Background: an optimization exercise with open tools, aiming at small area. Do not read the settings as production practice.
Only simulation tests tie the RTL to the original design; equivalence was not proved.

==> trial 41 <==
Design video_uut, start of the top module:
module video_uut (
    input  wire         clk_i           , 
    input  wire         cen_i           , 
    input  wire         rst_i           , 
    input  wire         vid_sel_i       , 
    input  wire [23:0]  vid_rgb_i       , 
    input  wire [1:0]   vh_blank_i      , 
    input  wire [2:0]   dvh_sync_i      , 
    output wire [2:0]   dvh_sync_o      , 
    output wire [23:0]  vid_rgb_o         
);
clock: 13.0 ns
lec_check: 0
cap_margin: 10
core_margin: 2
core_utilization: 60
slew_margin: 10
standard.sh (not shown) runs the stock make flow with config.mk's settings and CLKGATE_MAP_FILE= SYNTH_SCRIPT=/design/flow/synth_recipe.tcl, a recipe that flattens the netlist after the stock synthesis.
==> flow/flow/run.sh <==
#!/bin/bash
# The standard layout (standard.sh) with a different clock tree (clkbuf_8 only,
# clusters of up to 20 sinks within 60 um, no dummy loads) and a different
# combinational mapping in
# synthesis:
#  - adders are left to ABC as plain logic (no full/half-adder cell
#    extraction, no Kogge-Stone carry network);
#  - ABC runs flow/deep.abc (deepsyn restructuring, then area-recovering
#    mapping) instead of ORFS's abc script.
# flow/synth.tcl is synth_recipe.tcl with an abc wrapper that swaps the script;
# registers, their names and cell types are those of the standard synthesis.
set -euo pipefail
export MY_ABC_SCRIPT="$PWD/flow/deep.abc"
bash standard.sh SYNTH_SCRIPT="$PWD/flow/synth.tcl" ADDER_MAP_FILE= SYNTH_OPERATIONS_ARGS=-nofsm CTS_ARGS="-sink_clustering_enable -repair_clock_nets -dont_use_dummy_load -sink_clustering_size 20 -sink_clustering_max_diameter 60 -buf_list {sky130_fd_sc_hd__clkbuf_8}" finish > make_finish.log 2>&1
==> flow/flow/deep.abc <==
strash
&get -n
&fraig -x
&deepsyn -T 100
&deepsyn -T 100
&put
strash
&get -n
&dch -f
&nf -R 1000
&put
==> flow/flow/synth.tcl <==
# synth_recipe.tcl with an abc wrapper: the ABC script is replaced by $MY_ABC_SCRIPT
proc synth {args} { yosys synth -nofsm -noshare {*}$args }
proc abc {args} {
  set out {}
  set skip 0
  foreach a $args {
    if {$skip} { set skip 0; continue }
    if {$a eq "-script"} { set skip 1; continue }
    lappend out $a
  }
  if {[info exists ::env(MY_ABC_SCRIPT)] && $::env(MY_ABC_SCRIPT) ne ""} {
    set out [linsert $out 0 -script $::env(MY_ABC_SCRIPT)]
  }
  yosys abc {*}$out
}
source $::env(SCRIPTS_DIR)/synth.tcl
# left out here: clear keep_hierarchy, flatten, clean up, hide names made inside functions, write 1_2_yosys.v
==> trial 46: changes against trial 41 <==
--- a/flow/design.v
+++ b/flow/design.v
@@ -7,21 +7,21 @@
     input  wire [1:0]   vh_blank_i      , 
     input  wire [2:0]   dvh_sync_i      , 
     output wire [2:0]   dvh_sync_o      , 
     output wire [23:0]  vid_rgb_o         
 );
-localparam [3:0] C_BLACK  = 4'd0;    
-localparam [3:0] C_WHITE  = 4'd1;    
-localparam [3:0] C_MAZE   = 4'd2;    
-localparam [3:0] C_BLUE   = 4'd3;    
-localparam [3:0] C_ORANGE = 4'd4;    
-localparam [3:0] C_RED    = 4'd5;    
-localparam [3:0] C_GREEN  = 4'd6;    
-localparam [3:0] C_GBLUE  = 4'd7;    
-localparam [3:0] C_PINK   = 4'd8;    
-localparam [3:0] C_PURPLE = 4'd9;    
-localparam [3:0] C_YELLOW = 4'd10;   
+localparam [3:0] C_BLACK  = 4'b0000;   
+localparam [3:0] C_WHITE  = 4'b1111;   
+localparam [3:0] C_MAZE   = 4'b0011;   
+localparam [3:0] C_BLUE   = 4'b0001;   
+localparam [3:0] C_ORANGE = 4'b1100;   
+localparam [3:0] C_RED    = 4'b1000;   
+localparam [3:0] C_GREEN  = 4'b0110;   
+localparam [3:0] C_GBLUE  = 4'b0101;   
+localparam [3:0] C_PINK   = 4'b1101;   
+localparam [3:0] C_PURPLE = 4'b1001;   
+localparam [3:0] C_YELLOW = 4'b1110;   
 reg         HD, VD;
 reg  [10:0] HCNT;      
 reg  [10:0] VCNT;
 wire HR = ~HD &  vh_blank_i[0];
 wire HF =  HD & ~vh_blank_i[0];
@@ -214,60 +214,60 @@
         center_y = 540;   
         draw_maze = 4'd0;   
         border_thickness = 15;   
         corner_size = 30;   
         if (py < border_thickness && px >= corner_size && px < 1920 - corner_size) begin
-            draw_maze = 4'd2;
+            draw_maze = C_MAZE;
         end
         if (py >= 1080 - border_thickness && px >= corner_size && px < 1920 - corner_size) begin
-            draw_maze = 4'd2;
+            draw_maze = C_MAZE;
         end
         if (px < border_thickness && py >= corner_size && py < 1080 - corner_size) begin
-            draw_maze = 4'd2;
+            draw_maze = C_MAZE;
         end
         if (px >= 1920 - border_thickness && py >= corner_size && py < 1080 - corner_size) begin
-            draw_maze = 4'd2;
+            draw_maze = C_MAZE;
         end
         if (py >= border_thickness + 10 && py < border_thickness + 15 && px >= corner_size + 10 && px < 1920 - corner_size - 10) begin
-            draw_maze = 4'd2;
+            draw_maze = C_MAZE;
         end
         if (py >= 1080 - border_thickness - 15 && py < 1080 - border_thickness - 10 && px >= corner_size + 10 && px < 1920 - corner_size - 10) begin
-            draw_maze = 4'd2;
+            draw_maze = C_MAZE;
         end
         if (px >= border_thickness + 10 && px < border_thickness + 15 && py >= corner_size + 10 && py < 1080 - corner_size - 10) begin
-            draw_maze = 4'd2;
+            draw_maze = C_MAZE;
         end
         if (px >= 1920 - border_thickness - 15 && px < 1920 - border_thickness - 10 && py >= corner_size + 10 && py < 1080 - corner_size - 10) begin
-            draw_maze = 4'd2;
+            draw_maze = C_MAZE;
         end
         if ((px < corner_size && py < border_thickness) || (px < border_thickness && py < corner_size)) begin
-            draw_maze = 4'd2;
+            draw_maze = C_MAZE;
         end
         if ((px >= border_thickness + 10 && px < corner_size + 10 && py >= border_thickness + 10 && py < border_thickness + 15) ||
             (px >= border_thickness + 10 && px < border_thickness + 15 && py >= border_thickness + 10 && py < corner_size + 10)) begin
-            draw_maze = 4'd2;
+            draw_maze = C_MAZE;
         end
         if ((px >= 1920 - corner_size && py < border_thickness) || (px >= 1920 - border_thickness && py < corner_size)) begin
-            draw_maze = 4'd2;
+            draw_maze = C_MAZE;
         end
         if ((px >= 1920 - corner_size - 10 && px < 1920 - border_thickness - 10 && py >= border_thickness + 10 && py < border_thickness + 15) ||
             (px >= 1920 - border_thickness - 15 && px < 1920 - border_thickness - 10 && py >= border_thickness + 10 && py < corner_size + 10)) begin
-            draw_maze = 4'd2;
+            draw_maze = C_MAZE;
         end
         if ((px < corner_size && py >= 1080 - border_thickness) || (px < border_thickness && py >= 1080 - corner_size)) begin
-            draw_maze = 4'd2;
+            draw_maze = C_MAZE;
         end
         if ((px >= border_thickness + 10 && px < corner_size + 10 && py >= 1080 - border_thickness - 15 && py < 1080 - border_thickness - 10) ||
             (px >= border_thickness + 10 && px < border_thickness + 15 && py >= 1080 - corner_size - 10 && py < 1080 - border_thickness - 10)) begin
-            draw_maze = 4'd2;
+            draw_maze = C_MAZE;
         end
         if ((px >= 1920 - corner_size && py >= 1080 - border_thickness) || (px >= 1920 - border_thickness && py >= 1080 - corner_size)) begin
-            draw_maze = 4'd2;
+            draw_maze = C_MAZE;
         end
         if ((px >= 1920 - corner_size - 10 && px < 1920 - border_thickness - 10 && py >= 1080 - border_thickness - 15 && py < 1080 - border_thickness - 10) ||
             (px >= 1920 - border_thickness - 15 && px < 1920 - border_thickness - 10 && py >= 1080 - corner_size - 10 && py < 1080 - border_thickness - 10)) begin
-            draw_maze = 4'd2;
+            draw_maze = C_MAZE;
         end
         letter_start_x = 200;   
         letter_width = 350;   
         letter_height = 450;   
         thickness_outer = 16;   
@@ -275,117 +275,117 @@
         thickness_gap = 20;      
         if (px >= letter_start_x && px < letter_start_x + letter_width && py >= center_y - letter_height/2 && py < center_y + letter_height/2) begin
             if (((px >= letter_start_x && px < letter_start_x + thickness_outer) ||  
                  (px >= letter_start_x + thickness_outer + thickness_gap && px < letter_start_x + thickness_outer + thickness_gap + thickness_inner)) &&
                 (py >= center_y - letter_height/2 && py < center_y + letter_height/2)) begin
-                draw_maze = 4'd3;
+                draw_maze = C_BLUE;
             end
             if (((py >= center_y - letter_height/2 && py < center_y - letter_height/2 + thickness_outer) ||  
                  (py >= center_y - letter_height/2 + thickness_outer + thickness_gap && py < center_y - letter_height/2 + thickness_outer + thickness_gap + thickness_inner)) &&
                 (px >= letter_start_x && px < letter_start_x + letter_width)) begin
-                draw_maze = 4'd3;
+                draw_maze = C_BLUE;
             end
             if (((px >= letter_start_x + letter_width - thickness_outer && px < letter_start_x + letter_width) ||  
                  (px >= letter_start_x + letter_width - thickness_outer - thickness_gap - thickness_inner && px < letter_start_x + letter_width - thickness_outer - thickness_gap)) &&
                 (py >= center_y - letter_height/2 + thickness_outer && py < center_y)) begin
-                draw_maze = 4'd3;
+                draw_maze = C_BLUE;
             end
             if (((py >= center_y && py < center_y + thickness_outer) ||  
                  (py >= center_y + thickness_outer + thickness_gap && py < center_y + thickness_outer + thickness_gap + thickness_inner)) &&
                 (px >= letter_start_x && px < letter_start_x + letter_width)) begin
-                draw_maze = 4'd3;
+                draw_maze = C_BLUE;
             end
             if (((px >= letter_start_x + letter_width - thickness_outer && px < letter_start_x + letter_width) ||  
                  (px >= letter_start_x + letter_width - thickness_outer - thickness_gap - thickness_inner && px < letter_start_x + letter_width - thickness_outer - thickness_gap)) &&
                 (py >= center_y + thickness_outer && py < center_y + letter_height/2)) begin
-                draw_maze = 4'd3;
+                draw_maze = C_BLUE;
             end
         end
         if (px >= letter_start_x + 430 && px < letter_start_x + 430 + letter_width && py >= center_y - letter_height/2 && py < center_y + letter_height/2) begin
             if (((px >= letter_start_x + 430 && px < letter_start_x + 430 + thickness_outer) ||  
                  (px >= letter_start_x + 430 + thickness_outer + thickness_gap && px < letter_start_x + 430 + thickness_outer + thickness_gap + thickness_inner)) &&
                 (py >= center_y - letter_height/2 && py < center_y + letter_height/2)) begin
-                draw_maze = 4'd4;
+                draw_maze = C_ORANGE;
             end
             if (((px >= letter_start_x + 430 + letter_width - thickness_outer && px < letter_start_x + 430 + letter_width) ||  
                  (px >= letter_start_x + 430 + letter_width - thickness_outer - thickness_gap - thickness_inner && px < letter_start_x + 430 + letter_width - thickness_outer - thickness_gap)) &&
                 (py >= center_y - letter_height/2 && py < center_y + letter_height/2)) begin
-                draw_maze = 4'd4;
+                draw_maze = C_ORANGE;
             end
             if (((py >= center_y - letter_height/2 && py < center_y - letter_height/2 + thickness_outer) ||  
                  (py >= center_y - letter_height/2 + thickness_outer + thickness_gap && py < center_y - letter_height/2 + thickness_outer + thickness_gap + thickness_inner)) &&
                 (px >= letter_start_x + 430 + thickness_outer && px < letter_start_x + 430 + letter_width - thickness_outer)) begin
-                draw_maze = 4'd4;
+                draw_maze = C_ORANGE;
             end
             if (((py >= center_y + letter_height/2 - thickness_outer && py < center_y + letter_height/2) ||  
                  (py >= center_y + letter_height/2 - thickness_outer - thickness_gap - thickness_inner && py < center_y + letter_height/2 - thickness_outer - thickness_gap)) &&
                 (px >= letter_start_x + 430 + thickness_outer && px < letter_start_x + 430 + letter_width - thickness_outer)) begin
-                draw_maze = 4'd4;
+                draw_maze = C_ORANGE;
             end
         end
         if (px >= letter_start_x + 860 && px < letter_start_x + 860 + letter_width && py >= center_y - letter_height/2 && py < center_y + letter_height/2) begin
             if (((px >= letter_start_x + 860 && px < letter_start_x + 860 + thickness_outer) ||  
                  (px >= letter_start_x + 860 + thickness_outer + thickness_gap && px < letter_start_x + 860 + thickness_outer + thickness_gap + thickness_inner)) &&
                 (py >= center_y - letter_height/2 + thickness_outer && py < center_y)) begin
-                draw_maze = 4'd5;
+                draw_maze = C_RED;
             end
             if (((py >= center_y - letter_height/2 && py < center_y - letter_height/2 + thickness_outer) ||  
                  (py >= center_y - letter_height/2 + thickness_outer + thickness_gap && py < center_y - letter_height/2 + thickness_outer + thickness_gap + thickness_inner)) &&
                 (px >= letter_start_x + 860 + thickness_outer && px < letter_start_x + 860 + letter_width - thickness_outer)) begin
-                draw_maze = 4'd5;
+                draw_maze = C_RED;
             end
             if (((px >= letter_start_x + 860 + letter_width - thickness_outer && px < letter_start_x + 860 + letter_width) ||  
                  (px >= letter_start_x + 860 + letter_width - thickness_outer - thickness_gap - thickness_inner && px < letter_start_x + 860 + letter_width - thickness_outer - thickness_gap)) &&
                 (py >= center_y - letter_height/2 + thickness_outer && py < center_y - letter_height/2 + 60)) begin
-                draw_maze = 4'd5;
+                draw_maze = C_RED;
             end
             if (((py >= center_y && py < center_y + thickness_outer) ||  
                  (py >= center_y + thickness_outer + thickness_gap && py < center_y + thickness_outer + thickness_gap + thickness_inner)) &&
                 (px >= letter_start_x + 860 && px < letter_start_x + 860 + letter_width)) begin
-                draw_maze = 4'd5;
+                draw_maze = C_RED;
             end
             if (((px >= letter_start_x + 860 + letter_width - thickness_outer && px < letter_start_x + 860 + letter_width) ||  
                  (px >= letter_start_x + 860 + letter_width - thickness_outer - thickness_gap - thickness_inner && px < letter_start_x + 860 + letter_width - thickness_outer - thickness_gap)) &&
                 (py >= center_y + thickness_outer && py < center_y + letter_height/2)) begin
-                draw_maze = 4'd5;
+                draw_maze = C_RED;
             end
             if (((py >= center_y + letter_height/2 - thickness_outer && py < center_y + letter_height/2) ||  
                  (py >= center_y + letter_height/2 - thickness_outer - thickness_gap - thickness_inner && py < center_y + letter_height/2 - thickness_outer - thickness_gap)) &&
                 (px >= letter_start_x + 860 && px < letter_start_x + 860 + letter_width - thickness_outer)) begin
-                draw_maze = 4'd5;
+                draw_maze = C_RED;
             end
         end
         if (px >= letter_start_x + 1290 && px < letter_start_x + 1290 + letter_width && py >= center_y - letter_height/2 && py < center_y + letter_height/2) begin
             if (((px >= letter_start_x + 1290 && px < letter_start_x + 1290 + thickness_outer) ||  
                  (px >= letter_start_x + 1290 + thickness_outer + thickness_gap && px < letter_start_x + 1290 + thickness_outer + thickness_gap + thickness_inner)) &&
                 (py >= center_y - letter_height/2 + thickness_outer && py < center_y)) begin
-                draw_maze = 4'd6;
+                draw_maze = C_GREEN;
             end
             if (((py >= center_y - letter_height/2 && py < center_y - letter_height/2 + thickness_outer) ||  
                  (py >= center_y - letter_height/2 + thickness_outer + thickness_gap && py < center_y - letter_height/2 + thickness_outer + thickness_gap + thickness_inner)) &&
                 (px >= letter_start_x + 1290 + thickness_outer && px < letter_start_x + 1290 + letter_width - thickness_outer)) begin
-                draw_maze = 4'd6;
+                draw_maze = C_GREEN;
             end
             if (((px >= letter_start_x + 1290 + letter_width - thickness_outer && px < letter_start_x + 1290 + letter_width) ||  
                  (px >= letter_start_x + 1290 + letter_width - thickness_outer - thickness_gap - thickness_inner && px < letter_start_x + 1290 + letter_width - thickness_outer - thickness_gap)) &&
                 (py >= center_y - letter_height/2 + thickness_outer && py < center_y - letter_height/2 + 60)) begin
-                draw_maze = 4'd6;
+                draw_maze = C_GREEN;
             end
             if (((py >= center_y && py < center_y + thickness_outer) ||  
                  (py >= center_y + thickness_outer + thickness_gap && py < center_y + thickness_outer + thickness_gap + thickness_inner)) &&
                 (px >= letter_start_x + 1290 && px < letter_start_x + 1290 + letter_width)) begin
-                draw_maze = 4'd6;
+                draw_maze = C_GREEN;
             end
             if (((px >= letter_start_x + 1290 + letter_width - thickness_outer && px < letter_start_x + 1290 + letter_width) ||  
                  (px >= letter_start_x + 1290 + letter_width - thickness_outer - thickness_gap - thickness_inner && px < letter_start_x + 1290 + letter_width - thickness_outer - thickness_gap)) &&
                 (py >= center_y + thickness_outer && py < center_y + letter_height/2)) begin
-                draw_maze = 4'd6;
+                draw_maze = C_GREEN;
             end
             if (((py >= center_y + letter_height/2 - thickness_outer && py < center_y + letter_height/2) ||  
                  (py >= center_y + letter_height/2 - thickness_outer - thickness_gap - thickness_inner && py < center_y + letter_height/2 - thickness_outer - thickness_gap)) &&
                 (px >= letter_start_x + 1290 && px < letter_start_x + 1290 + letter_width - thickness_outer)) begin
-                draw_maze = 4'd6;
+                draw_maze = C_GREEN;
             end
         end
     end
 endfunction
 wire [3:0] maze_c = draw_maze(px, py, 11'd0);
@@ -436,24 +436,18 @@
         end
         col_q <= pix_c;
         dvh_sync_d1 <= dvh_sync_i;
     end
 end
-reg [23:0] rgb;
-always @* begin
-    case (col_q)
-        C_WHITE:  rgb = 24'hFF_FF_FF;
-        C_MAZE:   rgb = 24'h00_40_80;
-        C_BLUE:   rgb = 24'h00_00_FF;
-        C_ORANGE: rgb = 24'hFF_A5_00;
-        C_RED:    rgb = 24'hFF_00_00;
-        C_GREEN:  rgb = 24'h00_FF_00;
-        C_GBLUE:  rgb = 24'h00_80_FF;
-        C_PINK:   rgb = 24'hFF_B0_FF;
-        C_PURPLE: rgb = 24'h80_00_FF;
-        C_YELLOW: rgb = 24'hFF_FF_00;
-        default:  rgb = 24'h00_00_00;
-    endcase
-end
+wire c3 = col_q[3], c2 = col_q[2], c1 = col_q[1], c0 = col_q[0];
+wire r_lo = c3 & (c2 | ~c0);                  
+wire o_g5 = c2 & (c3 | c1);
+wire o_g4 = c2 & (c1 | (c3 & c0));
+wire o_g3 = c2 & c1;                          
+wire o_g2 = c2 & (c1 | (c3 & ~c0));           
+wire b_lo = c0 & (~c1 | c2);                  
+wire [23:0] rgb = {c3, {7{r_lo}},
+                   c2, c1, o_g5, o_g4, o_g3, o_g2, o_g3, o_g2,
+                   c0, {7{b_lo}}};
 assign dvh_sync_o = dvh_sync_d1;
 assign vid_rgb_o  = rgb;
 endmodule
==> flow/flow/run.sh (replaced) <==
#!/bin/bash
# The standard layout (standard.sh) with buf_1 port buffers, a different clock
# tree (clkbuf_8 only,
# clusters of up to 20 sinks within 60 um, no dummy loads) and a different
# combinational mapping in
# synthesis:
#  - adders are left to ABC as plain logic (no full/half-adder cell
#    extraction, no Kogge-Stone carry network);
#  - ABC runs flow/deep.abc (deepsyn restructuring, then ABC's area-oriented
#    mapper amap) instead of ORFS's abc script.
# flow/synth.tcl is synth_recipe.tcl with an abc wrapper that swaps the script;
# registers, their names and cell types are those of the standard synthesis.
set -euo pipefail
export MY_ABC_SCRIPT="$PWD/flow/deep.abc"
bash standard.sh SYNTH_SCRIPT="$PWD/flow/synth.tcl" ADDER_MAP_FILE= SYNTH_OPERATIONS_ARGS=-nofsm BUFFER_PORTS_ARGS="-buffer_cell sky130_fd_sc_hd__buf_1" CTS_ARGS="-sink_clustering_enable -repair_clock_nets -dont_use_dummy_load -sink_clustering_size 20 -sink_clustering_max_diameter 60 -buf_list {sky130_fd_sc_hd__clkbuf_8}" finish > make_finish.log 2>&1
==> flow/flow/deep.abc (replaced) <==
strash
&get -n
&fraig -x
&deepsyn -T 100
&deepsyn -T 100
&put
strash
dch -f
amap -m -F 3 -A 10
strash
dch -f
amap -m -F 3 -A 10
==> flow/config.mk (replaced) <==
export PLATFORM = sky130hd
export DESIGN_NAME = video_uut
export DESIGN_NICKNAME = video_uut
export VERILOG_FILES = /design/flow/design.v
export SDC_FILE = /design/flow/constraint.sdc
export NUM_CORES = 4
export LEC_CHECK = 0
export CAP_MARGIN = 20
export CORE_MARGIN = 2
export CORE_UTILIZATION = 40
export SLEW_MARGIN = 20
==> build 78: changes against trial 41 <==
--- a/flow/design.v
+++ b/flow/design.v
@@ -46,11 +46,10 @@
 wire [NSF-1:0] sf_on;
 wire [11:0] sf_ux [0:NSF-1];
 wire [11:0] sf_uy [0:NSF-1];
 wire [10:0] sf_xv [0:NSF-1];
 wire [10:0] sf_yv [0:NSF-1];
-wire [10:0] sf_yg [0:NSF-1];    
 genvar gi;
 generate
     for (gi = 0; gi < NSF; gi = gi + 1) begin : g_sf
         localparam integer S  = (gi % 8) + 1;
         localparam [10:0]  X0 = (gi * 160) % 1920;
@@ -73,42 +72,10 @@
             assign sf_on[gi] = sf_pat(wx, wy);
             assign sf_ux[gi] = 12'd0;
             assign sf_uy[gi] = 12'd0;
             assign sf_xv[gi] = 11'd0;
             assign sf_yv[gi] = 11'd0;
-            assign sf_yg[gi] = 11'd0;
-        end else if (gi == 1 || gi == 3 || gi == 5 || gi == 7) begin : g_double
-            localparam integer B  = (gi - 1) / 2;
-            localparam [11:0]  K  = (gi == 1 || gi == 5) ? 12'd90 : 12'd88;
-            localparam [10:0]  PH = (gi == 3) ? 11'd2 : (gi == 7) ? 11'd6 : 11'd0;
-            localparam [10:0]  WR = (gi == 3) ? 11'd1076 : 11'd1072;
-            wire [10:0] xb = sf_xv[B];
-            wire [10:0] yb = sf_yg[B];
-            wire [11:0] ys = {yb, 1'b0} + K;
-            wire [1:0]  e  = (ys >= 12'd2160) ? 2'd2 : (ys >= 12'd1080) ? 2'd1 : 2'd0;
-            wire [10:0] yg = (e == 2'd2) ? ys - 12'd2160 : (e == 2'd1) ? ys - 12'd1080 : ys;
-            wire [12:0] xs = {1'b0, xb, 1'b0} + 13'd160 + ((e == 2'd2) ? 13'd274 : (e == 2'd1) ? 13'd137 : 13'd0);
-            wire [10:0] xd = (xs >= 13'd3840) ? xs - 13'd3840 : (xs >= 13'd1920) ? xs - 13'd1920 : xs;
-            wire [10:0] yd;
-            if (PH != 0) begin : g_phase
-                reg p;
-                always @(posedge clk_i) begin
-                    if (rst_i)
-                        p <= 1'b1;
-                    else if (cen_i && VF && yd >= WR)
-                        p <= 1'b0;
-                end
-                assign yd = p ? yg + PH : yg;
-            end else begin : g_nophase
-                assign yd = yg;
-            end
-            assign sf_xv[gi] = xd;
-            assign sf_yv[gi] = yd;
-            assign sf_yg[gi] = yg;
-            assign sf_ux[gi] = px7 - {1'b0, xd};
-            assign sf_uy[gi] = py7 - {1'b0, yd};
-            assign sf_on[gi] = sf_pat(sf_win(sf_ux[gi]), sf_win(sf_uy[gi]));
         end else begin : g_stored
             reg [10:0] x, y;
             wire [10:0] yv = (S % 2 == 0 && Y0[0] == 1'b0) ? {y[10:1], 1'b0} : y;
             always @(posedge clk_i) begin
                 if (rst_i) begin
@@ -123,41 +90,24 @@
                     end
                 end
             end
             assign sf_xv[gi] = x;
             assign sf_yv[gi] = yv;
-            assign sf_yg[gi] = yv;
             assign sf_ux[gi] = px7 - {1'b0, x};
             assign sf_uy[gi] = py7 - {1'b0, yv};
             assign sf_on[gi] = sf_pat(sf_win(sf_ux[gi]), sf_win(sf_uy[gi]));
         end
     end
 endgenerate
-reg  [13:6] SXh, SYh;
+reg  [13:0] SX, SY;
 localparam [13:0] SX0 = 14'd4096;    
 localparam [13:0] SY0 = 14'd13348;   
-function automatic [5:0] sq_lo(input [4:0] r);
-    reg [9:0] q;
-    begin
-        q = r * r;
-        sq_lo = q[5:0];
-    end
-endfunction
-wire [4:0]  ry5 = py[4:0] - 5'd26;    
-wire [13:0] SX = {SXh, sq_lo(px[4:0])};
-wire [13:0] SY = {SYh, sq_lo(ry5)};
-wire [13:0] SX_inc = SX + {2'b0, HCNT, 1'b0} - 14'd1919;
-wire [13:0] SY_inc = SY + {2'b0, VCNT, 1'b0} - 14'd499;
 wire [13:0] dist_sq = SX + SY;
 wire signed [11:0] rel_x = {1'b0, px} - 12'd960;
 wire signed [11:0] rel_y = {1'b0, py} - 12'd250;
 wire [10:0] abs_y = rel_y[11] ? -rel_y : rel_y;
-reg  [11:6] MRh;
-localparam [11:0] MR0 = 12'd1856;
-wire [11:0] mr_lo = {6'd0, px[5:0]} * 12'd45 + MR0;
-wire [11:0] mouth_r = {MRh, mr_lo[5:0]};
-wire [11:0] mouth_inc = mouth_r + 12'd45;
+wire [11:0] mouth_r = rel_x * 8'd45;
 wire pac_on = (dist_sq < 14'd900) &&
               !((rel_x > 0) && ({abs_y[5:0], 6'd0} < mouth_r));
 wire g_row = (py >= 11'd125) && (py <= 11'd175);
 wire g0 = (px >= 11'd130)  && (px <= 11'd170);
 wire g1 = (px >= 11'd530)  && (px <= 11'd570);
@@ -408,33 +358,30 @@
     if (rst_i) begin
         HD <= 1'b0;
         VD <= 1'b0;
         HCNT <= 11'd0;
         VCNT <= 11'd0;
-        SXh <= SX0[13:6];
-        SYh <= SY0[13:6];
-        MRh <= MR0[11:6];
+        SX <= SX0;
+        SY <= SY0;
         col_q <= C_BLACK;
         dvh_sync_d1 <= 3'b000;
     end else if (cen_i) begin
         HD <= vh_blank_i[0];
         VD <= vh_blank_i[1];
         if (HF || (!vh_blank_i[0] && HCNT == 11'd2047)) begin
             HCNT <= 11'd0;
-            SXh <= SX0[13:6];
-            MRh <= MR0[11:6];
+            SX <= SX0;
         end else if (!vh_blank_i[0]) begin
             HCNT <= HCNT + 11'd1;
-            SXh <= SX_inc[13:6];
-            MRh <= mouth_inc[11:6];
+            SX <= SX + {2'b0, HCNT, 1'b0} - 14'd1919;
         end
         if (VF || (HR && VCNT == 11'd2047)) begin
             VCNT <= 11'd0;
-            SYh <= SY0[13:6];
+            SY <= SY0;
         end else if (HR) begin
             VCNT <= VCNT + 11'd1;
-            SYh <= SY_inc[13:6];
+            SY <= SY + {2'b0, VCNT, 1'b0} - 14'd499;
         end
         col_q <= pix_c;
         dvh_sync_d1 <= dvh_sync_i;
     end
 end
==> flow/flow/run.sh (replaced) <==
#!/bin/bash
# The standard layout (standard.sh), with one change to synthesis: adders are
# left to ABC as plain logic (no full/half-adder cell extraction, no
# Kogge-Stone carry network), mapped with ABC's area script. Registers, their
# names and cell types are those of the standard synthesis.
set -euo pipefail
bash standard.sh ABC_AREA=1 ADDER_MAP_FILE= SYNTH_OPERATIONS_ARGS=-nofsm finish > make_finish.log 2>&1
==> flow/config.mk (replaced) <==
export PLATFORM = sky130hd
export DESIGN_NAME = video_uut
export DESIGN_NICKNAME = video_uut
export VERILOG_FILES = /design/flow/design.v
export SDC_FILE = /design/flow/constraint.sdc
export NUM_CORES = 4
export LEC_CHECK = 0
export ABC_AREA = 1
export CAP_MARGIN = 20
export CORE_MARGIN = 2
export CORE_UTILIZATION = 40
export SLEW_MARGIN = 20
removed: flow/flow/deep.abc
removed: flow/flow/synth.tcl
==> results.json <==
{
  "run_status": "finished clean",
  "power.total_mw": 2.35,
  "seq-cell-share_pct": 16.5,
  "ff2ff_path_depth": 34,
  "clock-skew-final_ps": 14.0,
  "worst_skew_pair.late_latency_ps": 610,
  "multi_input_area_mm2": 0.0188,
  "synth.largest_area_cell": "sky130_fd_sc_hd__nand2_1",
  "wl_per_cell_um": 16.0,
  "dp_hpwl_um": 68700,
  "clock-root-buffer": "sky130_fd_sc_hd__clkbuf_16"
}
The numbers above come from build 78.

==> results.json <==
{
  "clock-root-buffer": "sky130_fd_sc_hd__clkbuf_8",
  "fin_cells": 3760,
  "synth.largest_area_cell": "sky130_fd_sc_hd__dfxtp_1",
  "dp_hpwl_um": 59300,
  "seq-cell-share_pct": 15.1,
  "multi_input_area_mm2": 0.0129,
  "worst_skew_pair.late_latency_ps": 580,
  "ff2ff_path_depth": 69,
  "run_status": "finished clean",
  "clock-skew-final_ps": 35.5,
  "wl_per_cell_um": 20.9
}
The numbers above come from trial 46.

==> results.json <==
{
  "run_status": "finished clean",
  "clock-root-buffer": "sky130_fd_sc_hd__clkbuf_8",
  "power.total_mw": 1.06,
  "worst_skew_pair.late_latency_ps": 530,
  "wl_per_cell_um": 21.7,
  "clock-skew-final_ps": 33.9,
  "cp.buffers_inverters": 6,
  "seq-cell-share_pct": 15.5,
  "power_per_cell_area_mw_per_mm2": 53.7,
  "ff2ff_path_depth": 65,
  "multi_input_area_mm2": 0.0149
}
The numbers above come from trial 41.

==> re-timing with driven ports <==
No port has a modelled driver above. Below, the same layouts with a new extraction and two added sets of constraints.
Step 1 assumes that a clkbuf_16 drives the clock port and a buf_2 every other input.
Step 2 adds t to the input delays and takes it off the output delays; t is the mean of the earliest and latest rising clock arrival at the registers after step 1. Input paths then give back, and output paths get back, about the clock's delay inside the block.
Three values: ideal ports, drivers, drivers and shift; two values: the first two.
run	t, ns	slack for setup (ns)	hold WS [ns]
trial 41	0.566	0.972 / 0.972 / 0.972	0.495 / 0.495 / 0.495
trial 46	0.617	1.161 / 1.161 / 1.161	0.470 / 0.470 / 0.470
build 78	0.668	5.242 / 5.242 / 5.242	0.458 / 0.458 / 0.458
After both steps every run listed still meets setup and hold.
